Context: an optimization exercise on an open-source flow, tuned for small area and a short achievable clock period. The choices shown serve that exercise and are no tape-out recipe.
In this exercise RTL edits were held to simulation tests only and were not proved equivalent to the original.
Power and IR drop assume default switching activity.

Setup of S:
Design custom_isa_extensions, start of the top module:
module custom_isa_extensions (
    input wire clk,
    input wire resetn,
    input wire is_custom_instruction,
    input wire is_vconv_instruction,
    input wire is_relu_instruction,
    input wire is_madd_instruction,
    input wire is_gemm_instruction,
    input wire [31:0] rs1_data,
    input wire [31:0] rs2_data,
    input wire [31:0] rs3_data,
    input wire instruction_valid,
    output reg instruction_ready,
    output wire [31:0] result_data,
    input wire [31:0] mem_addr,
    input wire [31:0] mem_wdata,
    output reg [31:0] mem_rdata,
    input wire [3:0] mem_wstrb,
    input wire mem_valid,
    output wire mem_ready,
    input wire mem_we
);
Size: about 2400 cells after synthesis, about 590 flip-flops.
Settings: LEC_CHECK=0, CAP_MARGIN=20, CORE_MARGIN=2, CORE_UTILIZATION=60, CTS_CLUSTER_DIAMETER=80, CTS_CLUSTER_SIZE=28, SETUP_SLACK_MARGIN=5, SLEW_MARGIN=20, TNS_END_PERCENT=100; clock period 9.0 ns.
standard.sh (not shown) runs the stock make flow with config.mk's settings and CLKGATE_MAP_FILE= SYNTH_SCRIPT=/design/flow/synth_recipe.tcl, a recipe that flattens the netlist after the stock synthesis.
==> flow/flow/run.sh <==
#!/bin/bash
# Standard layout, with a larger setup repair margin (the SDC and its period are
# unchanged) and regular buffers instead of delay buffers on the ports.
set -euo pipefail
MARGIN=$(cat flow/margin.txt)
bash standard.sh "SETUP_SLACK_MARGIN=$MARGIN" \
  "BUFFER_PORTS_ARGS=-buffer_cell sky130_fd_sc_hd__buf_2" finish > standard_flow.log 2>&1
==> flow/flow/margin.txt <==
5.8
S closes out successfully: all stages finished, all timing, DRC and antenna checks passed.
Input changes introduced in Q (baseline for comparison: S):
-- flow/design.v --
<<< S, line 39
    reg show;                    
    reg m67;                     
    reg m5y, m67y;               
    reg noshow;                  
    wire vc_last   = s_vc   & (cnt[3:0] == 4'd15);
    wire relu_last = s_relu & (cnt[1:0] == 2'd3);
>>> Q, line 39
    reg show;                    
    reg m67;                     
    wire vc_last   = s_vc   & (cnt[3:0] == 4'd15);
    wire relu_last = s_relu & (cnt[1:0] == 2'd3);
<<< S, line 408
            hd <= 16'd0;
    end
    always @(posedge clk) begin
        m5y  <= mst[4];
        m67y <= mst[5] | mst[6];
    end
    wire m5 = mst[5];
    wire [31:0] tx = {ar & {16{m5y}}, hd} | {8'd0, sr & {16{m67}}, 8'd0} |
                     {16'd0, sr & {16{m5}}};
    wire [31:0] ty = {8'd0, cr & {16{m67y}}, 8'd0} | {16'd0, cr & {16{m5y}}};
    wire [31:0] t3s = temp ^ tx ^ ty;
    wire [31:0] t3c = (temp & tx) | (temp & ty) | (tx & ty);
>>> Q, line 406
            hd <= 16'd0;
    end
    wire m5 = mst[5];
    wire [31:0] tx = {ar & {16{m5}}, hd} | {8'd0, sr & {16{m67}}, 8'd0} |
                     {16'd0, sr & {16{m5}}};
    wire [31:0] ty = {8'd0, cr & {16{m67}}, 8'd0} | {16'd0, cr & {16{m5}}};
    wire [31:0] t3s = temp ^ tx ^ ty;
    wire [31:0] t3c = (temp & tx) | (temp & ty) | (tx & ty);
<<< S, line 444
        if (!resetn) begin
            show   <= 1'b0;
            noshow <= 1'b1;
            pend_v <= 1'b0;
            pend_g <= 1'b0;
        end else begin
            show   <= (s_relu & cnt[1]) | vc_last | gemm_last | madd_last | s_comp;
            noshow <= ~((s_relu & cnt[1]) | vc_last | gemm_last | madd_last | s_comp);
            pend_v <= vc_last;
            pend_g <= gemm_last;
        end
    end
    assign result_data = {temp[31:16] & {16{~noshow}}, temp[15:0] & {16{show}}};
    always @(posedge clk) begin
        if (!resetn)
>>> Q, line 438
        if (!resetn) begin
            show   <= 1'b0;
            pend_v <= 1'b0;
            pend_g <= 1'b0;
        end else begin
            show   <= (s_relu & cnt[1]) | vc_last | gemm_last | madd_last | s_comp;
            pend_v <= vc_last;
            pend_g <= gemm_last;
        end
    end
    assign result_data = temp & {32{show}};
    always @(posedge clk) begin
        if (!resetn)
==> comparison <==
- Changes observed in Q relative to S: post-synthesis area per instance saw a decrease; placed instance count moved up; area of the die grew by 470 um2; area of the core region has increased.
- Relative to S, static leakage has decreased by about 1.4% in Q.
- Between Q and S, fraction of synthesized area in multiplexers is higher for Q, S comes in under that.
- Relative to S, via count decreased by 196 in Q.
- [Q vs S] hold slack: lower in Q
- Comparing Q and S, the lower cell area after synthesis was measured on S.
- Going from S to Q, sum of routed wire segments on met1 shrinks by 1.3%.
- Taking S as the reference, in Q count of clock-buffer cells in the layout roughly the same; non-clock buffer instance count of the final layout went down by 16%; global placement routability congestion rose about 0.9%; utilization decreased by 1.6 points relative to the old numbers.

========
custom_isa_extensions, a different RTL version from the one above (not shown whole).
Size: roughly 2500 cells after synthesis, about 600 flip-flops, ~240 I/O pins, about 29000 sq um of cells after synthesis.
==> flow/config.mk <==
export PLATFORM = sky130hd
export DESIGN_NAME = custom_isa_extensions
export DESIGN_NICKNAME = custom_isa_extensions
export VERILOG_FILES = /design/flow/design.v
export SDC_FILE = /design/flow/constraint.sdc
export NUM_CORES = 4
export LEC_CHECK = 0
export ABC_CLOCK_PERIOD_IN_PS = 3000
export CAP_MARGIN = 20
export CORE_MARGIN = 2
export CORE_UTILIZATION = 55
export SETUP_SLACK_MARGIN = 5
export SLEW_MARGIN = 20
export TNS_END_PERCENT = 100
==> flow/constraint.sdc <==
create_clock -name core_clock -period 9.0 [get_ports {clk}]
set_input_delay 1.8000 -clock core_clock [delete_from_list [all_inputs] [get_ports {clk}]]
set_output_delay 1.8000 -clock core_clock [all_outputs]
set_load 0.01 [all_outputs]
==> flow/flow/margin.txt <==
6.0
Scripts as last shown in full above: flow/flow/run.sh
The first run finished with timing, DRC and antenna clean.
Next try:
--- a/flow/design.v
+++ b/flow/design.v
@@ -8,13 +8,13 @@
     input wire is_gemm_instruction,
     input wire [31:0] rs1_data,
     input wire [31:0] rs2_data,
     input wire [31:0] rs3_data,
     input wire instruction_valid,
     output reg instruction_ready,
-    output wire [31:0] result_data,
+    output reg [31:0] result_data,
     input wire [31:0] mem_addr,
     input wire [31:0] mem_wdata,
     output reg [31:0] mem_rdata,
     input wire [3:0] mem_wstrb,
     input wire mem_valid,
     output wire mem_ready,
@@ -29,18 +29,15 @@
     reg [15:0] vr [0:7];         
     reg [15:0] gr [0:15];        
     reg [15:0] xr, yr;           
     reg [15:0] x3r;              
     reg [15:0] sr, cr;           
     reg [15:0] ar;               
-    reg [15:0] hh;               
     reg [15:0] hd;               
     reg bm;                      
     reg tacc;                    
-    reg pend_v, pend_g;          
-    reg show;                    
     reg m67;                     
     wire vc_last   = s_vc   & (cnt[3:0] == 4'd15);
     wire relu_last = s_relu & (cnt[1:0] == 2'd3);
     wire madd_last = mst[7];
     wire gemm_last = s_gemm & (cnt == 5'd31);
     wire go        = instruction_valid & is_custom_instruction;
@@ -84,15 +81,14 @@
         if (!resetn) begin
             bm   <= 1'b0;
             tacc <= 1'b0;
             m67  <= 1'b0;
         end else begin
             bm   <= bm_n;
-            tacc <= (s_vc & (cnt[3:0] >= 4'd7) & (cnt[3:0] <= 4'd13)) |
-                    (s_gemm & (cnt >= 5'd15) & (cnt <= 5'd29)) |
-                    (s_comp & (pend_v | pend_g)) |
+            tacc <= (s_vc & (cnt[3:0] >= 4'd7) & (cnt[3:0] <= 4'd14)) |
+                    (s_gemm & (cnt >= 5'd15) & (cnt <= 5'd30)) |
                     mst[4] | mst[5] | mst[6];
             m67  <= mst[5] | mst[6];
         end
     end
     wire use_p = (s_vc & ~vph & ~cnt[3]) | (s_gemm & ~cnt[4]);
     reg [15:0] xn, yn;
@@ -114,22 +110,17 @@
             yn = {yr[7:0], yr[15:8]};
         end else begin
             xn = rs1_data[15:0];
             yn = use_p ? rs2_data[15:0] : 16'd0;
         end
     end
-    wire [15:0] x3i = rs1_data[15:0] + {rs1_data[14:0], 1'b0};
-    wire [15:0] x3t = temp[31:16] + {temp[30:16], 1'b0};
-    wire [7:0]  xb  = mst[2]            ? temp[31:24] :
-                      (mst[3] | mst[5]) ? xr[15:8] : xr[7:0];
-    wire [9:0]  x3b = {2'd0, xb} + {1'b0, xb, 1'b0};
-    wire [15:0] x3g = mst[1] ? x3t : {6'd0, x3b};
+    wire [15:0] xg = {xn[15:8] & {8{~bm_n}}, xn[7:0]};
     always @(posedge clk) begin
         xr  <= xn;
         yr  <= yn;
-        x3r <= (mst[1] | mst[2] | mst[3] | mst[4] | mst[5]) ? x3g : x3i;
+        x3r <= xg + {xg[14:0], 1'b0};
     end
     wire [15:0] cs_s, cs_c;
     wire cs_x0 = xr[0];
     wire cs_x1 = xr[1];
     wire cs_x2 = xr[2];
     wire cs_x3 = xr[3];
@@ -363,13 +354,13 @@
         else if (s_vc)
             ar <= fresh_v ? 16'd0 : vr[7];
         else if (s_gemm)
             ar <= fresh_g ? 16'd0 : gr[15];
         else if (mst[1])
             ar <= 16'd0;
-        else if (mst[2] | mst[3])
+        else if (mst[2] | mst[3] | mst[4])
             ar <= p16;
     end
     integer i;
     always @(posedge clk) begin
         if (s_vc) begin
             for (i = 0; i < 7; i = i + 1)
@@ -398,27 +389,21 @@
                 fresh_v <= 1'b0;
             if (s_gemm & (cnt == 5'd16))
                 fresh_g <= 1'b0;
         end
     end
     always @(posedge clk) begin
-        if (s_vc & (cnt[3:0] >= 4'd7) & (cnt[3:0] <= 4'd13))
+        if (s_vc & (cnt[3:0] >= 4'd7) & (cnt[3:0] <= 4'd14))
             hd <= vr[1];
-        else if (s_gemm & (cnt >= 5'd15) & (cnt <= 5'd29))
+        else if (s_gemm & (cnt >= 5'd15) & (cnt <= 5'd30))
             hd <= gr[1];
-        else if (s_comp & pend_v)
-            hd <= vr[7];
-        else if (s_comp & pend_g)
-            hd <= gr[15];
         else
             hd <= 16'd0;
     end
-    always @(posedge clk)
-        hh <= mst[4] ? p16 : 16'd0;
     wire m5 = mst[5];
-    wire [31:0] tx = {hh, hd} | {8'd0, sr & {16{m67}}, 8'd0} |
+    wire [31:0] tx = {ar & {16{m5}}, hd} | {8'd0, sr & {16{m67}}, 8'd0} |
                      {16'd0, sr & {16{m5}}};
     wire [31:0] ty = {8'd0, cr & {16{m67}}, 8'd0} | {16'd0, cr & {16{m5}}};
     wire [31:0] t3s = temp ^ tx ^ ty;
     wire [31:0] t3c = (temp & tx) | (temp & ty) | (tx & ty);
     wire [31:0] tsum = t3s + {t3c[30:0], 1'b0};
     always @(posedge clk) begin
@@ -441,23 +426,19 @@
         else if (s_idle | s_comp)
             instruction_ready <= 1'b1;
         else if (s_dec)
             instruction_ready <= 1'b0;
     end
     always @(posedge clk) begin
-        if (!resetn) begin
-            show   <= 1'b0;
-            pend_v <= 1'b0;
-            pend_g <= 1'b0;
-        end else begin
-            show   <= (s_relu & cnt[1]) | vc_last | gemm_last | madd_last | s_comp;
-            pend_v <= vc_last;
-            pend_g <= gemm_last;
-        end
+        if (!resetn || s_idle)
+            result_data <= 32'd0;
+        else if (vc_last | gemm_last | (s_relu & cnt[1]))
+            result_data <= temp;
+        else if (madd_last)
+            result_data <= tsum;
     end
-    assign result_data = temp & {32{show}};
     always @(posedge clk) begin
         if (!resetn)
             mem_rdata <= 32'd0;
         else if (mem_valid && !mem_we)
             mem_rdata <= {mem_addr[7:0], mem_addr[15:8], mem_addr[23:16], mem_addr[31:24]};
     end
What happened: First-iteration DRC count went down by about 2.7%; clock power fell by about 2%; critical path depth increases by 6; non-clock buffer count grows by 8; worst hold slack gets worse by 0.019 ns; clock skew rises by 0.015 ns; synthesized area shrinks by 2.9%; core utilization grows by 0.60 points; worst setup slack is worse by 0.38 ns; power fell by about 0.9%; combinational power decreases by about 10%.

========
## main
custom_isa_extensions, a different RTL version from the one above (not shown whole).
Size: about 2400 cells after synthesis, ~590 flip-flops, roughly 240 I/O pins, about 0.028 mm² of cells after synthesis.
Design custom_isa_extensions, start of the top module:
module custom_isa_extensions (
    input wire clk,
    input wire resetn,
    input wire is_custom_instruction,
    input wire is_vconv_instruction,
    input wire is_relu_instruction,
    input wire is_madd_instruction,
    input wire is_gemm_instruction,
    input wire [31:0] rs1_data,
    input wire [31:0] rs2_data,
    input wire [31:0] rs3_data,
    input wire instruction_valid,
    output reg instruction_ready,
    output wire [31:0] result_data,
    input wire [31:0] mem_addr,
    input wire [31:0] mem_wdata,
    output reg [31:0] mem_rdata,
    input wire [3:0] mem_wstrb,
    input wire mem_valid,
    output wire mem_ready,
    input wire mem_we
);
    reg s_idle, s_dec, s_vc, s_relu, s_madd, s_gemm, s_comp;
    reg [7:0] mst;               
    reg [4:0] cnt;               
    reg [31:0] temp;
    reg vph;                     
    reg fresh_v, fresh_g;        
    reg [15:0] vr [0:7];         
    reg [15:0] gr [0:15];        
    reg [15:0] xr, yr;           
    reg [15:0] x3r;              
    reg [15:0] sr, cr;           
    reg [15:0] ar;               
    reg [15:0] hd;               
    reg bm;                      
    reg tacc;                    
    reg pend_v, pend_g;          
    reg show;                    
    reg m67;                     
    wire vc_last   = s_vc   & (cnt[3:0] == 4'd15);
    wire relu_last = s_relu & (cnt[1:0] == 2'd3);
  ...
export LEC_CHECK = 0
export ABC_CLOCK_PERIOD_IN_PS = 3000
export CAP_MARGIN = 20
export CORE_MARGIN = 2
export CORE_UTILIZATION = 65
export CTS_CLUSTER_DIAMETER = 80
export CTS_CLUSTER_SIZE = 30
export SETUP_SLACK_MARGIN = 5
export SLEW_MARGIN = 20
export TNS_END_PERCENT = 100
create_clock -name core_clock -period 9.0 [get_ports {clk}]
Scripts as last shown in full above: flow/flow/run.sh, flow/flow/margin.txt
Modified inputs, the feature branch compared to main
--- a/flow/design.v
+++ b/flow/design.v
@@ -28,14 +28,15 @@
     reg fresh_v, fresh_g;        
     reg [15:0] vr [0:7];         
     reg [15:0] gr [0:15];        
     reg [15:0] xr, yr;           
     reg [15:0] x3r;              
     reg [15:0] sr, cr;           
     reg [15:0] ar;               
+    reg [15:0] hh;               
     reg [15:0] hd;               
     reg bm;                      
     reg tacc;                    
     reg pend_v, pend_g;          
     reg show;                    
     reg m67;                     
     wire vc_last   = s_vc   & (cnt[3:0] == 4'd15);
@@ -113,18 +114,19 @@
             yn = {yr[7:0], yr[15:8]};
         end else begin
             xn = rs1_data[15:0];
             yn = use_p ? rs2_data[15:0] : 16'd0;
         end
     end
     wire [15:0] x3i = rs1_data[15:0] + {rs1_data[14:0], 1'b0};
-    wire [15:0] xg  = mst[1]            ? temp[31:16] :
-                      mst[2]            ? {8'd0, temp[31:24]} :
-                      (mst[3] | mst[5]) ? {8'd0, xr[15:8]} : {8'd0, xr[7:0]};
-    wire [15:0] x3g = xg + {xg[14:0], 1'b0};
+    wire [15:0] x3t = temp[31:16] + {temp[30:16], 1'b0};
+    wire [7:0]  xb  = mst[2]            ? temp[31:24] :
+                      (mst[3] | mst[5]) ? xr[15:8] : xr[7:0];
+    wire [9:0]  x3b = {2'd0, xb} + {1'b0, xb, 1'b0};
+    wire [15:0] x3g = mst[1] ? x3t : {6'd0, x3b};
     always @(posedge clk) begin
         xr  <= xn;
         yr  <= yn;
         x3r <= (mst[1] | mst[2] | mst[3] | mst[4] | mst[5]) ? x3g : x3i;
     end
     wire [15:0] cs_s, cs_c;
     wire cs_x0 = xr[0];
@@ -360,15 +362,15 @@
                                        : (fresh_g ? 16'd0 : gr[14]);
         else if (s_vc)
             ar <= fresh_v ? 16'd0 : vr[7];
         else if (s_gemm)
             ar <= fresh_g ? 16'd0 : gr[15];
         else if (mst[1])
             ar <= 16'd0;
-        else if (mst[2] | mst[3] | mst[4])
+        else if (mst[2] | mst[3])
             ar <= p16;
     end
     integer i;
     always @(posedge clk) begin
         if (s_vc) begin
             for (i = 0; i < 7; i = i + 1)
                 vr[i] <= vr[i + 1];
@@ -406,16 +408,18 @@
         else if (s_comp & pend_v)
             hd <= vr[7];
         else if (s_comp & pend_g)
             hd <= gr[15];
         else
             hd <= 16'd0;
     end
+    always @(posedge clk)
+        hh <= mst[4] ? p16 : 16'd0;
     wire m5 = mst[5];
-    wire [31:0] tx = {ar & {16{m5}}, hd} | {8'd0, sr & {16{m67}}, 8'd0} |
+    wire [31:0] tx = {hh, hd} | {8'd0, sr & {16{m67}}, 8'd0} |
                      {16'd0, sr & {16{m5}}};
     wire [31:0] ty = {8'd0, cr & {16{m67}}, 8'd0} | {16'd0, cr & {16{m5}}};
     wire [31:0] t3s = temp ^ tx ^ ty;
     wire [31:0] t3c = (temp & tx) | (temp & ty) | (tx & ty);
     wire [31:0] tsum = t3s + {t3c[30:0], 1'b0};
     always @(posedge clk) begin
         if (!resetn)
Notes after the runs:
main: all stages complete, timing, DRC and antenna checks passed. The feature branch completed; timing, DRC and antenna clean. Critical path depth in the feature branch vs main: down 2. Summary — worst stage delay on the critical path, the feature branch relative to main: lower, by 130 ps. Against main, the feature branch reports a signed area change from the synthesized netlist to the final layout that is lower. Compared with main, the feature branch shows a higher flip-flop and latch count. Area used by sequential logic in the layout went up slightly going from main to the feature branch. Fmax | the feature branch vs main | the feature branch slower.

port drivers added, routing unchanged:
How much do the figures lean on ideal ports? The routed layouts below were timed once more, with nothing changed but the port constraints. Step 1 (the two cells are an assumption about what drives the block):
set clk [get_ports {clk}]
set_driving_cell -lib_cell sky130_fd_sc_hd__clkbuf_16 $clk
set_driving_cell -lib_cell sky130_fd_sc_hd__buf_2 [delete_from_list [all_inputs] $clk]
Step 2 also shifts input and output timing later by t, the mid clock arrival at the registers, as if the neighbouring blocks saw the same clock. Slacks: ideal / step 1 / step 2; pairs: ideal / step 1.
| run | t, ns | slack for setup (ns) | hold slack, ns | worst setup path at the end | worst register clock-pin slew, ns |
|---|---|---|---|---|---|
| S | 0.693 | 5.434 / 5.434 / 4.962 | 0.413 / 0.413 / 0.413 | input to register | 0.11 / 0.11 |
| Q | 0.696 | 5.652 / 5.591 / 5.097 | 0.409 / 0.409 / 0.409 | input to register | 0.11 / 0.11 |
| the first run of note 2 | 0.699 | 5.370 / 5.370 / 4.980 | 0.409 / 0.409 / 0.409 | input to register | 0.07 / 0.07 |
| the second run of note 2 | 0.677 | 4.987 / 5.017 / 4.339 | 0.390 / 0.390 / 0.390 | input to register | 0.07 / 0.07 |
| main | 0.670 | 5.504 / 5.504 / 5.098 | 0.401 / 0.401 / 0.401 | input to register | 0.12 / 0.12 |
| the feature branch | 0.690 | 5.400 / 5.400 / 4.965 | 0.412 / 0.412 / 0.412 | input to register | 0.11 / 0.11 |
After both steps every run listed still meets setup and hold. The setup slack of the second run of note 2, which loses most, moves by +0.030 ns with the drivers and by -0.648 ns with both steps.
